This is an optimization exercise on Yosys and OpenROAD, whose aim is small area and a short achievable clock period, not a production implementation. The RTL of this run was laid out without a check of its function.

==> design/flow/design.v <==
module fa (input a, input b, input c, output s, output co);
    assign s = a ^ b ^ c;
    assign co = (a & b) | (c & (a ^ b));
endmodule
module ha (input a, input b, output s, output co);
    assign s = a ^ b;
    assign co = a & b;
endmodule
module g_inv (input a, output y);
    assign y = ~a;
endmodule
module g_nand2 (input a, input b, output y);
    assign y = ~(a & b);
endmodule
module g_nor2 (input a, input b, output y);
    assign y = ~(a | b);
endmodule
module g_nand2b (input an, input b, output y);
    assign y = ~(~an & b);
endmodule
module g_nor2b (input a, input bn, output y);
    assign y = ~(a | ~bn);
endmodule
module g_xor2 (input a, input b, output y);
    assign y = a ^ b;
endmodule
module g_xnor2 (input a, input b, output y);
    assign y = ~(a ^ b);
endmodule
module g_a21oi (input a1, input a2, input b1, output y);
    assign y = ~((a1 & a2) | b1);
endmodule
module g_o21ai (input a1, input a2, input b1, output y);
    assign y = ~((a1 | a2) & b1);
endmodule
module early (input [13:0] s, input [12:0] c, output [13:0] pb);
    wire e1, e2, e3, e4, e5, e6, e7, e8, e9, e10, e11, e12;
    wire e13, e14, e15, e16, e17, e18, e19, e20, e21, e22, e23, e24;
    wire e25, e26, e27, e28, e29, e30, e31, e32, e33, e34, e35, e36;
    wire e37, e38, e39, e40, e41, e42, e43, e44, e45, e46, e47, e48;
    wire e49, e50, e51, e52, e53, e54, e55, e56, e57, e58, e59, e60;
    wire e61, e62, e63, e64, e65, e66, e67, e68, e69, e70, e71, e72;
    wire e73, e74, e75, e76, e77, e78, e79, e80, e81;
    g_nand2 i1 (s[0], c[0], e1);
    g_nand2 i2 (s[1], c[1], e2);
    g_nand2 i3 (s[2], c[2], e3);
    g_nand2 i4 (s[4], c[3], e4);
    g_nand2 i5 (s[5], c[4], e5);
    g_nand2 i6 (s[6], c[5], e6);
    g_nand2 i7 (s[7], c[6], e7);
    g_nand2 i8 (s[8], c[7], e8);
    g_nand2 i9 (s[9], c[8], e9);
    g_nand2 i10 (s[10], c[9], e10);
    g_nand2 i11 (s[11], c[10], e11);
    g_nand2 i12 (s[12], c[11], e12);
    g_nand2 i13 (s[13], c[12], e13);
    g_nor2 i14 (s[0], c[0], e14);
    g_nor2 i15 (s[1], c[1], e15);
    g_nor2 i16 (s[2], c[2], e16);
    g_nor2 i17 (s[4], c[3], e17);
    g_nor2 i18 (s[5], c[4], e18);
    g_nor2 i19 (s[6], c[5], e19);
    g_nor2 i20 (s[7], c[6], e20);
    g_nor2 i21 (s[8], c[7], e21);
    g_nor2 i22 (s[9], c[8], e22);
    g_nor2 i23 (s[10], c[9], e23);
    g_nor2 i24 (s[11], c[10], e24);
    g_nor2 i25 (s[12], c[11], e25);
    g_nor2 i26 (s[13], c[12], e26);
    g_xor2 i27 (s[0], c[0], e27);
    g_xor2 i28 (s[1], c[1], e28);
    g_xor2 i29 (s[2], c[2], e29);
    g_xor2 i30 (s[4], c[3], e30);
    g_xor2 i31 (s[5], c[4], e31);
    g_xor2 i32 (s[6], c[5], e32);
    g_xor2 i33 (s[7], c[6], e33);
    g_xor2 i34 (s[8], c[7], e34);
    g_xor2 i35 (s[9], c[8], e35);
    g_xor2 i36 (s[10], c[9], e36);
    g_xor2 i37 (s[11], c[10], e37);
    g_xor2 i38 (s[12], c[11], e38);
    g_xor2 i39 (s[13], c[12], e39);
    g_o21ai i40 (e15, e1, e2, e40);
    g_nand2b i41 (e3, s[3], e41);
    g_nand2b i42 (e16, s[3], e42);
    g_o21ai i43 (e18, e4, e5, e43);
    g_nor2 i44 (e18, e17, e44);
    g_o21ai i45 (e20, e6, e7, e45);
    g_nor2 i46 (e20, e19, e46);
    g_o21ai i47 (e22, e8, e9, e47);
    g_nor2 i48 (e22, e21, e48);
    g_o21ai i49 (e24, e10, e11, e49);
    g_nor2 i50 (e24, e23, e50);
    g_o21ai i51 (e26, e12, e13, e51);
    g_nor2 i52 (e26, e25, e52);
    g_inv i53 (e40, e53);
    g_o21ai i54 (e42, e53, e41, e54);
    g_a21oi i55 (e46, e43, e45, e55);
    g_nand2 i56 (e46, e44, e56);
    g_a21oi i57 (e50, e47, e49, e57);
    g_nand2 i58 (e50, e48, e58);
    g_inv i59 (e56, e59);
    g_inv i60 (e55, e60);
    g_a21oi i61 (e59, e54, e60, e61);
    g_o21ai i62 (e58, e61, e57, e62);
    g_a21oi i63 (e44, e54, e43, e63);
    g_inv i64 (e48, e64);
    g_inv i65 (e47, e65);
    g_o21ai i66 (e64, e61, e65, e66);
    g_a21oi i67 (e52, e62, e51, e67);
    g_inv i68 (e16, e68);
    g_inv i69 (e3, e69);
    g_a21oi i70 (e68, e40, e69, e70);
    g_inv i71 (e17, e71);
    g_inv i72 (e4, e72);
    g_a21oi i73 (e71, e54, e72, e73);
    g_o21ai i74 (e19, e63, e6, e74);
    g_o21ai i75 (e21, e61, e8, e75);
    g_inv i76 (e23, e76);
    g_inv i77 (e10, e77);
    g_a21oi i78 (e76, e66, e77, e78);
    g_inv i79 (e25, e79);
    g_inv i80 (e12, e80);
    g_a21oi i81 (e79, e62, e80, e81);
    g_xor2 i82 (e27, 1'b0, pb[0]);
    g_xnor2 i83 (e28, e1, pb[1]);
    g_xor2 i84 (e29, e40, pb[2]);
    g_xnor2 i85 (s[3], e70, pb[3]);
    g_xor2 i86 (e30, e54, pb[4]);
    g_xnor2 i87 (e31, e73, pb[5]);
    g_xnor2 i88 (e32, e63, pb[6]);
    g_xor2 i89 (e33, e74, pb[7]);
    g_xnor2 i90 (e34, e61, pb[8]);
    g_xor2 i91 (e35, e75, pb[9]);
    g_xor2 i92 (e36, e66, pb[10]);
    g_xnor2 i93 (e37, e78, pb[11]);
    g_xor2 i94 (e38, e62, pb[12]);
    g_xnor2 i95 (e39, e81, pb[13]);
endmodule
module late (input [13:0] pb, input [6:0] xr, output [13:0] y);
    wire w1, w2, w3, w4, w5, w6, w7, w8, w9, w10, w11, w12;
    wire w13, w14, w15, w16, w17, w18, w19, w20, w21, w22, w23, w24;
    wire w25, w26, w27, w28, w29, w30, w31, w32, w33, w34, w35, w36;
    wire w37, w38, w39, w40, w41, w42, w43, w44, w45, w46, w47, w48;
    wire w49, w50, w51, w52, w53, w54, w55, w56, w57, w58, w59, w60;
    wire w61, w62, w63, w64, w65, w66, w67, w68, w69, w70, w71, w72;
    wire w73, w74, w75, w76, w77, w78, w79, w80, w81, w82, w83, w84;
    wire w85, w86, w87, w88, w89, w90, w91, w92, w93, w94, w95, w96;
    wire w97, w98, w99, w100, w101, w102, w103, w104, w105, w106, w107, w108;
    wire w109, w110, w111, w112, w113, w114, w115, w116, w117, w118, w119, w120;
    wire w121, w122, w123, w124, w125, w126, w127, w128, w129, w130, w131, w132;
    wire w133, w134, w135, w136, w137, w138, w139;
    g_xor2 i1 (xr[2], xr[0], w1);
    g_xor2 i2 (pb[2], w1, w2);
    g_nand2 i3 (xr[2], xr[0], w3);
    g_nor2 i4 (xr[2], xr[0], w4);
    g_inv i5 (pb[2], w5);
    g_o21ai i6 (w5, w4, w3, w6);
    g_xor2 i7 (xr[3], xr[1], w7);
    g_xor2 i8 (pb[3], w7, w8);
    g_nand2 i9 (xr[3], xr[1], w9);
    g_nor2 i10 (xr[3], xr[1], w10);
    g_inv i11 (pb[3], w11);
    g_o21ai i12 (w11, w10, w9, w12);
    g_xor2 i13 (xr[4], xr[2], w13);
    g_xor2 i14 (pb[4], w13, w14);
    g_nand2 i15 (xr[4], xr[2], w15);
    g_nor2 i16 (xr[4], xr[2], w16);
    g_inv i17 (pb[4], w17);
    g_o21ai i18 (w17, w16, w15, w18);
    g_xor2 i19 (xr[5], xr[3], w19);
    g_xor2 i20 (pb[5], w19, w20);
    g_nand2 i21 (xr[5], xr[3], w21);
    g_nor2 i22 (xr[5], xr[3], w22);
    g_inv i23 (pb[5], w23);
    g_o21ai i24 (w23, w22, w21, w24);
    g_xnor2 i25 (xr[6], xr[4], w25);
    g_xor2 i26 (pb[6], w25, w26);
    g_nand2b i27 (xr[6], xr[4], w27);
    g_nor2b i28 (xr[4], xr[6], w28);
    g_inv i29 (pb[6], w29);
    g_o21ai i30 (w29, w28, w27, w30);
    g_xor2 i31 (pb[7], xr[5], w31);
    g_xnor2 i32 (pb[8], xr[6], w32);
    g_nand2 i33 (pb[7], xr[5], w33);
    g_nand2b i34 (xr[6], pb[8], w34);
    g_nand2 i35 (pb[0], xr[0], w35);
    g_nand2 i36 (pb[1], xr[1], w36);
    g_nand2 i37 (w8, w6, w37);
    g_nand2 i38 (w14, w12, w38);
    g_nand2 i39 (w20, w18, w39);
    g_nand2 i40 (w26, w24, w40);
    g_nand2 i41 (w31, w30, w41);
    g_nand2b i42 (w33, w32, w42);
    g_nand2b i43 (w34, pb[9], w43);
    g_nor2 i44 (pb[0], xr[0], w44);
    g_nor2 i45 (pb[1], xr[1], w45);
    g_nor2 i46 (w8, w6, w46);
    g_nor2 i47 (w14, w12, w47);
    g_nor2 i48 (w20, w18, w48);
    g_nor2 i49 (w26, w24, w49);
    g_nor2 i50 (w31, w30, w50);
    g_nor2b i51 (w32, w33, w51);
    g_nor2b i52 (pb[9], w34, w52);
    g_xor2 i53 (pb[0], xr[0], w53);
    g_xor2 i54 (pb[1], xr[1], w54);
    g_xor2 i55 (w8, w6, w55);
    g_xor2 i56 (w14, w12, w56);
    g_xor2 i57 (w20, w18, w57);
    g_xor2 i58 (w26, w24, w58);
    g_xor2 i59 (w31, w30, w59);
    g_xnor2 i60 (w32, w33, w60);
    g_xnor2 i61 (pb[9], w34, w61);
    g_o21ai i62 (w45, w35, w36, w62);
    g_nand2b i63 (w36, w2, w63);
    g_nand2b i64 (w45, w2, w64);
    g_nand2b i65 (w46, w2, w65);
    g_o21ai i66 (w47, w37, w38, w66);
    g_nor2 i67 (w47, w46, w67);
    g_o21ai i68 (w48, w38, w39, w68);
    g_nor2 i69 (w48, w47, w69);
    g_o21ai i70 (w49, w39, w40, w70);
    g_nor2 i71 (w49, w48, w71);
    g_o21ai i72 (w50, w40, w41, w72);
    g_nor2 i73 (w50, w49, w73);
    g_o21ai i74 (w51, w41, w42, w74);
    g_nor2 i75 (w51, w50, w75);
    g_o21ai i76 (w52, w42, w43, w76);
    g_nor2 i77 (w52, w51, w77);
    g_nand2b i78 (w43, pb[10], w78);
    g_nand2b i79 (w52, pb[10], w79);
    g_nand2 i80 (pb[11], pb[10], w80);
    g_nand2 i81 (pb[12], pb[11], w81);
    g_nand2 i82 (pb[13], pb[12], w82);
    g_o21ai i83 (w64, w35, w63, w83);
    g_inv i84 (w62, w84);
    g_o21ai i85 (w65, w84, w37, w85);
    g_inv i86 (w63, w86);
    g_a21oi i87 (w67, w86, w66, w87);
    g_nand2b i88 (w64, w67, w88);
    g_inv i89 (w37, w89);
    g_a21oi i90 (w69, w89, w68, w90);
    g_nand2b i91 (w65, w69, w91);
    g_a21oi i92 (w71, w66, w70, w92);
    g_nand2 i93 (w71, w67, w93);
    g_a21oi i94 (w73, w68, w72, w94);
    g_nand2 i95 (w73, w69, w95);
    g_a21oi i96 (w75, w70, w74, w96);
    g_nand2 i97 (w75, w71, w97);
    g_a21oi i98 (w77, w72, w76, w98);
    g_nand2 i99 (w77, w73, w99);
    g_inv i100 (w79, w100);
    g_inv i101 (w78, w101);
    g_a21oi i102 (w100, w74, w101, w102);
    g_nand2b i103 (w79, w75, w103);
    g_nand2b i104 (w80, w76, w104);
    g_nand2b i105 (w80, w77, w105);
    g_nor2 i106 (w81, w78, w106);
    g_nor2 i107 (w81, w79, w107);
    g_nor2 i108 (w82, w80, w108);
    g_o21ai i109 (w88, w35, w87, w109);
    g_inv i110 (w62, w110);
    g_o21ai i111 (w91, w110, w90, w111);
    g_inv i112 (w83, w112);
    g_o21ai i113 (w93, w112, w92, w113);
    g_inv i114 (w85, w114);
    g_o21ai i115 (w95, w114, w94, w115);
    g_o21ai i116 (w97, w87, w96, w116);
    g_nor2 i117 (w97, w88, w117);
    g_o21ai i118 (w99, w90, w98, w118);
    g_nor2 i119 (w99, w91, w119);
    g_o21ai i120 (w103, w92, w102, w120);
    g_nor2 i121 (w103, w93, w121);
    g_o21ai i122 (w105, w94, w104, w122);
    g_nor2 i123 (w105, w95, w123);
    g_inv i124 (w107, w124);
    g_inv i125 (w106, w125);
    g_o21ai i126 (w124, w96, w125, w126);
    g_nand2b i127 (w97, w107, w127);
    g_nand2b i128 (w98, w108, w128);
    g_nand2b i129 (w99, w108, w129);
    g_inv i130 (w35, w130);
    g_a21oi i131 (w117, w130, w116, w131);
    g_a21oi i132 (w119, w62, w118, w132);
    g_a21oi i133 (w121, w83, w120, w133);
    g_a21oi i134 (w123, w85, w122, w134);
    g_inv i135 (w127, w135);
    g_a21oi i136 (w135, w109, w126, w136);
    g_inv i137 (w129, w137);
    g_inv i138 (w128, w138);
    g_a21oi i139 (w137, w111, w138, w139);
    g_xor2 i140 (w53, 1'b0, y[0]);
    g_xnor2 i141 (w54, w35, y[1]);
    g_xor2 i142 (w2, w62, y[2]);
    g_xor2 i143 (w55, w83, y[3]);
    g_xor2 i144 (w56, w85, y[4]);
    g_xor2 i145 (w57, w109, y[5]);
    g_xor2 i146 (w58, w111, y[6]);
    g_xor2 i147 (w59, w113, y[7]);
    g_xor2 i148 (w60, w115, y[8]);
    g_xnor2 i149 (w61, w131, y[9]);
    g_xnor2 i150 (pb[10], w132, y[10]);
    g_xnor2 i151 (pb[11], w133, y[11]);
    g_xnor2 i152 (pb[12], w134, y[12]);
    g_xnor2 i153 (pb[13], w136, y[13]);
endmodule
module top #(parameter m = 7) (
    input clk,
    input signed [m-1:0] noise_in,
    output reg signed [2*m-1:0] filter_out
);
    reg [6:0] d0, d1, d2, d3, d4, d5, d6, d7;
    reg [13:0] s2;
    reg [12:0] c2;
    reg [13:0] s1;
    reg [12:0] c1;
    wire n1, n2, n3, n4, n5, n6, n7, n8, n9, n10, n11, n12;
    wire n13, n14, n15, n16, n17, n18, n19, n20, n21, n22, n23, n24;
    wire n25, n26, n27, n28, n29, n30, n31, n32, n33, n34, n35, n36;
    wire n37, n38, n39, n40, n41, n42, n43, n44, n45, n46, n47, n48;
    wire n49, n50, n51, n52, n53, n54, n55, n56, n57, n58, n59, n60;
    wire n61, n62, n63, n64, n65, n66, n67, n68, n69, n70, n71, n72;
    wire n73, n74, n75, n76, n77, n78, n79, n80, n81, n82, n83, n84;
    wire n85, n86, n87, n88, n89, n90, n91, n92, n93, n94, n95, n96;
    wire n97, n98, n99, n100, n101, n102, n103, n104, n105, n106, n107, n108;
    wire n109, n110, n111, n112, n113, n114, n115, n116, n117, n118, n119, n120;
    wire n121, n122, n123, n124, n125, n126, n127, n128, n129, n130, n131, n132;
    wire n133, n134, n135, n136, n137, n138, n139, n140, n141, n142, n143, n144;
    wire n145, n146, n147, n148, n149, n150, n151, n152, n153, n154, n155, n156;
    wire n157, n158, n159, n160, n161, n162, n163, n164, n165, n166, n167, n168;
    wire n169, n170, n171, n172, n173, n174, n175, n176, n177, n178, n179, n180;
    wire n181, n182, n183, n184, n185, n186, n187, n188, n189, n190, n191, n192;
    wire n193, n194, n195, n196, n197, n198, n199, n200, n201, n202, n203, n204;
    wire n205, n206, n207, n208, n209, n210, n211, n212, n213, n214, n215, n216;
    wire n217, n218, n219, n220, n221, n222, n223, n224, n225, n226, n227, n228;
    wire n229, n230, n231, n232, n233, n234, n235, n236, n237, n238, n239, n240;
    wire n241, n242, n243, n244, n245, n246, n247, n248, n249, n250, n251, n252;
    wire n253, n254, n255, n256, n257, n258, n259, n260, n261, n262, n263, n264;
    wire n265, n266, n267, n268, n269, n270, n271, n272, n273, n274, n275, n276;
    wire n277, n278, n279, n280, n281, n282, n283, n284, n285, n286;
    fa u1 (d2[0], d2[3], d3[0], n1, n2);
    ha u2 (d3[4], d4[0], n3, n4);
    fa u3 (d2[1], d2[4], d3[1], n5, n6);
    fa u4 (d3[5], d4[1], ~d4[5], n7, n8);
    ha u5 (d5[2], d5[4], n9, n10);
    fa u6 (d2[2], d2[5], d3[2], n11, n12);
    fa u7 (~d3[6], d4[2], d4[6], n13, n14);
    fa u8 (d5[3], d5[5], ~d5[6], n15, n16);
    fa u9 (d2[3], ~d2[6], d3[3], n17, n18);
    ha u10 (d4[3], d5[4], n19, n20);
    ha u11 (d2[0], d3[1], n21, n22);
    fa u12 (d2[1], d3[2], ~d4[2], n23, n24);
    fa u13 (d2[2], d3[3], ~d4[3], n25, n26);
    fa u14 (d5[0], d5[2], d5[3], n27, n28);
    fa u15 (~d4[4], d5[1], d5[3], n29, n30);
    fa u16 (d5[4], d6[1], d7[2], n31, n32);
    ha u17 (d7[4], n3, n33, n34);
    fa u18 (d5[5], d6[2], d7[3], n35, n36);
    fa u19 (d7[5], n4, n9, n37, n38);
    fa u20 (n2, n5, n7, n39, n40);
    fa u21 (d6[3], d7[4], ~d7[6], n41, n42);
    fa u22 (n10, n6, n8, n43, n44);
    fa u23 (n11, n13, n15, n45, n46);
    fa u24 (~d5[6], d6[4], d7[5], n47, n48);
    fa u25 (n19, n12, n14, n49, n50);
    fa u26 (n16, n17, 1'b1, n51, n52);
    fa u27 (d2[4], d3[4], d4[4], n53, n54);
    fa u28 (d5[5], d6[5], ~d7[6], n55, n56);
    ha u29 (n20, n18, n57, n58);
    fa u30 (d2[5], d3[5], d4[5], n59, n60);
    ha u31 (~d5[6], ~d6[6], n61, n62);
    fa u32 (~d4[1], d5[0], d5[1], n63, n64);
    fa u33 (d5[1], d5[2], d7[0], n65, n66);
    ha u34 (d7[2], n22, n67, n68);
    fa u35 (d6[0], d7[1], d7[3], n69, n70);
    fa u36 (n24, n25, n27, n71, n72);
    fa u37 (n26, n28, n1, n73, n74);
    fa u38 (n29, n31, n33, n75, n76);
    fa u39 (n30, n32, n35, n77, n78);
    fa u40 (n34, n37, n39, n79, n80);
    fa u41 (n36, n41, n38, n81, n82);
    fa u42 (n40, n43, n45, n83, n84);
    fa u43 (n42, n47, n44, n85, n86);
    fa u44 (n46, n49, n51, n87, n88);
    fa u45 (n48, n53, n55, n89, n90);
    fa u46 (n57, n50, n52, n91, n92);
    fa u47 (n61, n54, n56, n93, n94);
    fa u48 (n59, n58, 1'b1, n95, n96);
    fa u49 (~d2[6], ~d3[6], ~d4[6], n97, n98);
    fa u50 (n62, n60, 1'b1, n99, n100);
    ha u51 (d3[0], ~d4[0], n101, n102);
    fa u52 (d7[1], n21, n63, n103, n104);
    fa u53 (n64, n23, n65, n105, n106);
    fa u54 (n66, n68, n69, n107, n108);
    fa u55 (n70, n72, n73, n109, n110);
    fa u56 (n74, n77, n76, n111, n112);
    fa u57 (n78, n81, n80, n113, n114);
    fa u58 (n82, n85, n84, n115, n116);
    fa u59 (n89, n86, n88, n117, n118);
    fa u60 (n90, n93, n95, n119, n120);
    fa u61 (n97, n94, n99, n121, n122);
    ha u62 (n98, n100, n123, n124);
    ha u63 (d5[0], d7[0], n125, n126);
    fa u64 (n102, n103, 1'b1, n127, n128);
    fa u65 (n67, n104, n105, n129, n130);
    fa u66 (n106, n71, n107, n131, n132);
    fa u67 (n108, n75, n109, n133, n134);
    fa u68 (n110, n79, n111, n135, n136);
    fa u69 (n112, n83, n113, n137, n138);
    fa u70 (n87, n114, n115, n139, n140);
    fa u71 (n91, n116, n117, n141, n142);
    fa u72 (n92, n119, n118, n143, n144);
    fa u73 (n96, n121, n120, n145, n146);
    fa u74 (n123, n122, 1'b1, n147, n148);
    ha u75 (n124, 1'b1, n149, n150);
    ha u76 (s2[3], c2[3], n151, n152);
    fa u77 (s2[4], c2[4], d0[1], n153, n154);
    fa u78 (d0[3], d0[4], d1[0], n155, n156);
    fa u79 (s2[5], c2[5], d0[2], n157, n158);
    fa u80 (d0[4], d0[5], d1[1], n159, n160);
    ha u81 (~d1[5], d2[1], n161, n162);
    fa u82 (s2[6], c2[6], d0[3], n163, n164);
    fa u83 (d0[5], ~d0[6], d1[2], n165, n166);
    fa u84 (d1[6], d2[2], ~d2[6], n167, n168);
    fa u85 (s2[7], c2[7], d0[4], n169, n170);
    ha u86 (~d0[6], d1[3], n171, n172);
    ha u87 (s2[8], c2[8], n173, n174);
    ha u88 (s2[0], c2[0], n175, n176);
    fa u89 (s2[1], c2[1], d0[0], n177, n178);
    ha u90 (d0[1], ~d1[1], n179, n180);
    fa u91 (s2[2], c2[2], d0[1], n181, n182);
    fa u92 (d0[2], ~d1[2], d2[2], n183, n184);
    fa u93 (d0[0], d0[2], d0[3], n185, n186);
    fa u94 (~d1[3], d2[3], n151, n187, n188);
    fa u95 (~d1[4], d2[0], d2[4], n189, n190);
    fa u96 (n152, n153, n155, n191, n192);
    fa u97 (d2[5], n161, n154, n193, n194);
    fa u98 (n156, n157, n159, n195, n196);
    fa u99 (n162, n158, n160, n197, n198);
    fa u100 (n163, n165, n167, n199, n200);
    fa u101 (d2[3], n171, n164, n201, n202);
    fa u102 (n166, n168, n169, n203, n204);
    fa u103 (d0[5], d1[4], d2[4], n205, n206);
    fa u104 (n172, n173, n170, n207, n208);
    fa u105 (s2[9], c2[9], ~d0[6], n209, n210);
    fa u106 (d1[5], d2[5], n174, n211, n212);
    fa u107 (s2[10], c2[10], ~d1[6], n213, n214);
    ha u108 (d0[0], ~d1[0], n215, n216);
    fa u109 (d2[1], n176, n179, n217, n218);
    fa u110 (n180, n178, n181, n219, n220);
    fa u111 (n182, n184, n185, n221, n222);
    fa u112 (n186, n189, n188, n223, n224);
    fa u113 (n190, n192, n193, n225, n226);
    fa u114 (n194, n196, n197, n227, n228);
    fa u115 (n198, n200, n201, n229, n230);
    fa u116 (n205, n202, n204, n231, n232);
    fa u117 (n206, n209, n211, n233, n234);
    fa u118 (~d2[6], n210, n213, n235, n236);
    ha u119 (s2[11], c2[11], n237, n238);
    ha u120 (d2[0], n175, n239, n240);
    fa u121 (n216, n177, n217, n241, n242);
    fa u122 (n183, n218, n219, n243, n244);
    fa u123 (n187, n220, n221, n245, n246);
    fa u124 (n222, n191, n223, n247, n248);
    fa u125 (n195, n224, n225, n249, n250);
    fa u126 (n199, n226, n227, n251, n252);
    fa u127 (n203, n228, n229, n253, n254);
    fa u128 (n207, n230, n231, n255, n256);
    fa u129 (n208, n233, n232, n257, n258);
    fa u130 (n212, n235, n234, n259, n260);
    fa u131 (n237, n214, n236, n261, n262);
    fa u132 (s2[12], c2[12], n238, n263, n264);
    fa u133 (n244, n245, noise_in[0], n265, n266);
    fa u134 (n246, n247, noise_in[1], n267, n268);
    fa u135 (n248, noise_in[2], n249, n269, n270);
    fa u136 (n250, noise_in[3], n251, n271, n272);
    fa u137 (n252, noise_in[4], n253, n273, n274);
    fa u138 (n254, noise_in[5], n255, n275, n276);
    fa u139 (n257, n256, ~noise_in[6], n277, n278);
    ha u140 (n259, n258, n279, n280);
    ha u141 (n261, n260, n281, n282);
    ha u142 (n263, n262, n283, n284);
    ha u143 (s2[13], n264, n285, n286);
    wire [13:0] pb, y;
    early u_early (s1, c1, pb);
    late u_late (pb, noise_in, y);
    always @(posedge clk) begin
        d0 <= noise_in;
        d1 <= d0;
        d2 <= d1;
        d3 <= d2;
        d4 <= d3;
        d5 <= d4;
        d6 <= d5;
        d7 <= d6;
        s2 <= {n150, n148, n146, n144, n142, n140, n138, n136, n134, n132, n130, n128, n126, n101};
        c2 <= {n149, n147, n145, n143, n141, n139, n137, n135, n133, n131, n129, n127, n125};
        s1 <= {n284, n282, n280, n278, n276, n274, n272, n270, n268, n266, n265, n242, n240, n215};
        c1 <= {n285, n283, n281, n279, n277, n275, n273, n271, n269, n267, n243, n241, n239};
        filter_out <= y;
    end
endmodule
==> design/flow/flow/run.sh <==
#!/bin/bash
# The standard ORFS layout, with one change: the port buffers are buf_4
# cells instead of the delay buffer that buffer_ports picks by default, which
# puts about half a nanosecond on every path from an input.
set -euo pipefail
export BUFFER_PORTS_ARGS="-buffer_cell sky130_fd_sc_hd__buf_4"
bash standard.sh finish > standard.log 2>&1
==> design/flow/standard.sh <==
#!/bin/bash
# synth_recipe.tcl (not shown) runs the flow's synth.tcl, then flattens the netlist and writes it again
# the make line also repeats each setting of config.mk as NAME=value (left out here)
make -C /OpenROAD-flow-scripts/flow DESIGN_CONFIG=/design/flow/config.mk WORK_HOME=/design/flow/orfs CLKGATE_MAP_FILE= SYNTH_SCRIPT=/design/flow/synth_recipe.tcl "${@:-finish}"
==> design/flow/config.mk <==
export PLATFORM = sky130hd
export DESIGN_NAME = top
export DESIGN_NICKNAME = top
export VERILOG_FILES = /design/flow/design.v
export SDC_FILE = /design/flow/constraint.sdc
export NUM_CORES = 4
export LEC_CHECK = 0
export CAP_MARGIN = 20
export CORE_MARGIN = 2
export CORE_UTILIZATION = 60
export CTS_BUF_LIST = sky130_fd_sc_hd__clkbuf_4
export CTS_CLUSTER_SIZE = 8
export SLEW_MARGIN = 20
export SYNTH_HIERARCHICAL = 1
==> design/flow/constraint.sdc <==
create_clock -name core_clock -period 10.0 [get_ports {clk}]
set_input_delay 2.0000 -clock core_clock [delete_from_list [all_inputs] [get_ports {clk}]]
set_output_delay 2.0000 -clock core_clock [all_outputs]
set_load 0.01 [all_outputs]
==> results.py <==
metrics = {
    "min_path": {
        "holdPathStages": 0,
        "hold_path_class": "register to register",
    },
    "final_layout": {
        "final_layout_size_suffix_gt1_frac": 0.120,
        "nets": 721,
        "instances_no_fill": 721,
        "fillers": 822,
        "final-seq-area_sq_mm": 0.00248,
        "antenna_cells": 0,
        "area_delta_synth_final_pct": 9.35,
        "multi_input_area_sq_mm": 0.00400,
    },
    "setup_path": {
        "critPathKind": "input pin to register",
        "cp.required_ps": 10400,
        "crit_arrival_ps": 3610,
        "slowest_stage": "xor2_1",
        "r2r_slack_ps": 6840,
        "crit_end": "filter_out[13]$_DFF_P_",
        "r2r_start": "c1[0]$_DFF_P_",
        "r2r_end": "filter_out[13]$_DFF_P_",
        "path_delay_family": "XOR/XNOR gates",
        "cp_max_fo": 8,
        "path_cells": "buf_4 -> xor2_1 -> xor2_1 -> nor2_1 -> nor2_1 -> nand2b_1 -> o21ai_1 -> a21oi_2 -> xnor2_1",
        "path_depth": 9,
        "crit_path_end_kind": "register",
        "crit_buf_inv": 1,
        "rr_worst_depth": 15,
        "critPathMaxStageDelay_ps": 290,
        "startpoint": "noise_in[4]",
        "start_kind": "input pin",
    },
    "floorplan": {
        "dieArea_sq_mm": 0.0119,
        "row_count": 38,
        "core_region_area_sq_mm": 0.0108,
        "pin_count": 22,
        "die_h_um": 109,
        "die_width_um": 109,
        "start_util": 0.613,
    },
    "clock_tree": {
        "clk_latency_ps": 520,
        "ctsResizeCount": 0,
        "cts_tree": "built",
        "cts-buffers-inserted": 17,
        "clkSinkCount": 124,
        "cts_setup_buffers": 0,
        "clk_pin_slew_ps": 90,
        "clockBufferDepth": 2,
        "cts_root_buffer": "clkbuf_4",
        "htreeDepth": 4,
        "postCtsHoldBufs": 0,
    },
    "outcome": {
        "status": "finished clean",
    },
    "detailed_routing": {
        "num_vias": 3554,
        "finalWirelength_um": 11400,
        "vias_per_cell": 4.93,
        "wl_per_cell_um": 15.8,
        "drt_iter0_drc": 146,
        "drtPass1Iterations": 5,
        "wl_met3_um": 386,
        "ant_nets": 0,
        "met2WireLength_um": 5980,
        "top_layer_used": "met4",
        "drc": 0,
        "wl_met1_um": 4890,
    },
    "synth": {
        "avgSynthCellArea_sq_um": 12.7,
        "synthCells": 525,
        "synthDistinctLibCells": 13,
        "ys_ff_latch": 124,
        "seq_area_frac_synth": 0.373,
        "synth_warnings": 7,
        "syn_area_sq_mm": 0.00665,
    },
    "timing": {
        "hold_viol_final": 0,
        "worst_pin_slew_ps": 504,
        "finalSetupViolCount": 0,
        "timing.slew.headroom": 0.661,
        "maxSlewViolCount": 0,
        "fin_setup_tns_ps": 0,
        "finalCritPeriodShare": 0.321,
        "rsz0062_at_grt": "false",
        "skew_ps": 15.7,
        "fin_ws_ps": 6790,
        "period_needed_ps": 3210,
        "max_clock_freq_mhz": 311,
    },
    "global_routing": {
        "grt_max_degree": 17,
        "grt_pass1_vias": 3988,
        "track_usage": 0.223,
        "antenna_found_initial": 0,
        "grt-ovfl-total": 0,
        "grt_pass1_wl_um": 19000,
    },
    "placement": {
        "place_ws_ps": 6310,
        "dp_hpwl_um": 9560,
        "portBuffers": 21,
        "place_inst": 691,
        "place.gp.congestion": 0.839,
    },
    "flow_run": {
        "maxCapViolations": 0,
    },
}
[cell families after synthesis]
family / count (synthesis) / share of synthesized area
adder cells (fa/ha/maj): 143 / 0.402
flip-flops: 124 / 0.373
AND/OR/NAND/NOR: 89 / 0.0611
XOR/XNOR: 62 / 0.0817
AO/OA/AOI/OAI: 53 / 0.0512
buffers and inverters: 51 / 0.0288
other: 3 / 0.00169
[state kept, by name (all words and copies together) (netlist names)]
| name | count |
|---|---|
| filter_out | 14 |
| s1 | 14 |
| s2 | 14 |
| c1 | 13 |
| c2 | 13 |
| d0 | 7 |
| d1 | 7 |
| d2 | 7 |
| d3 | 7 |
| d4 | 7 |
| d5 | 7 |
| d6 | 7 |
| d7 | 7 |
[layout by cell type (no fill, tap or decap)]
| cell | instances |
|---|---|
| nand2_1 | 32 |
| nor2b_4 | 3 |
| fa_1 | 118 |
| a21oi_2 | 20 |
| clkinv_2 | 3 |
| clkinv_1 | 4 |
| clkbuf_4 | 19 |
| conb_1 | 8 |
| dfxtp_1 | 124 |
| ha_1 | 25 |
| xor2_1 | 45 |
| xnor2_1 | 17 |
| o21ai_1 | 33 |
| buf_4 | 21 |
| inv_1 | 51 |
| bufinv_16 | 3 |
| clkinvlp_4 | 1 |
| nor2_1 | 37 |
| nand2b_1 | 17 |
[worst min path at each step]
| stage | from | to |
|---|---|---|
| 2_1_floorplan | d0[6]$_DFF_P_ | d1[6]$_DFF_P_ |
| 3_3_place_gp | d2[6]$_DFF_P_ | d3[6]$_DFF_P_ |
| 3_5_place_dp | d5[6]$_DFF_P_ | d6[6]$_DFF_P_ |
| 4_1_cts | d2[6]$_DFF_P_ | d3[6]$_DFF_P_ |
| 5_1_grt | d0[6]$_DFF_P_ | d1[6]$_DFF_P_ |
| 6_report | d2[6]$_DFF_P_ | d3[6]$_DFF_P_ |
[metal layers]
metal / vias up / track usage
met5: - / 0
li1: 1710 / -
met4: 0 / 0.0696
met3: 16 / 0.0604
met2: 61 / 0.395
met1: 1767 / 0.264
[modules after synthesis (local to each module, per instance)]
| module | copies in the design | cells |
|---|---|---|
| g_xor2 | 45 | 1 |
| late | 1 | 1 |
| fa | 118 | 1 |
| g_nor2 | 37 | 1 |
| g_o21ai | 33 | 1 |
| g_nand2 | 32 | 1 |
| top | 1 | 146 |
| g_nand2b | 17 | 1 |
| ha | 25 | 1 |
| g_a21oi | 20 | 1 |
| g_xnor2 | 17 | 1 |
| g_nor2b | 3 | 1 |
| g_inv | 30 | 1 |
| early | 1 | 1 |
[cells in the mapped netlist]
cell type  instances  area (sq um)
a21oi_2           20           175
o21ai_1           33           165
dfxtp_1          124          2480
nor2b_4            3          41.3
nor2_1            37           139
nand2_1           32           120
conb_1             3          11.3
ha_1              25           313
xor2_1            45           394
inv_1             51           191
xnor2_1           17           149
nand2b_1          17           106
fa_1             118          2360
[worst register-to-register path, stage by stage (launching register included)]
cell and delay (ps):
dfxtp_1 360, nand2_1 80, o21ai_1 280, inv_1 70, o21ai_1 430, a21oi_2 130
o21ai_1 180, xor2_1 310, xor2_1 290, nor2_1 110, nor2_1 250, nand2_1 130
nand2b_1 170, inv_1 70, a21oi_2 60, xnor2_1 140
[metrics by stage]
stage | hold slack [ps] | utilization | instance area [sq um]
after floorplan | 331 | - | 6670
after global placement | 334 | 0.646 | 7000
after detailed placement | 344 | 0.646 | 7000
after CTS | 361 | 0.671 | 7270
after global routing | 368 | 0.671 | 7270
final | 359 | 0.671 | 7270
[area by class of cell]
type | instances | share of cell area
clock buffer | 19 | 0.0196
clock inverter | 11 | 0.0175
inverter | 51 | 0.0263
multi-input combinational | 355 | 0.549
sequential | 124 | 0.341
tap | 140 | 0.0241
timing repair buffer | 21 | 0.0217

==> separate check: timing with driven ports <==
Ports are ideal in the flow. The routed layout listed here was re-timed in OpenROAD.
Step 1, drivers: a clkbuf_16 drives clk and a buf_2 each remaining input, both assumed.
Step 2, shift: input delay + t, output delay - t, t = (earliest + latest rising clock arrival at the registers) / 2. This alone moves slack from input paths to output paths.
Three values: no drivers, after step 1, after step 2; two values: the first two.
shift t [ns]: 0.538
slack for setup (ns): 6.790 / 6.795 / 6.257
hold WS [ns]: 0.359 / 0.359 / 0.359
pins driven straight from the clock port: 1
After both steps setup and hold are still met in this run. The setup slack of this run moves by +0.005 ns with the drivers and by -0.533 ns with both steps.
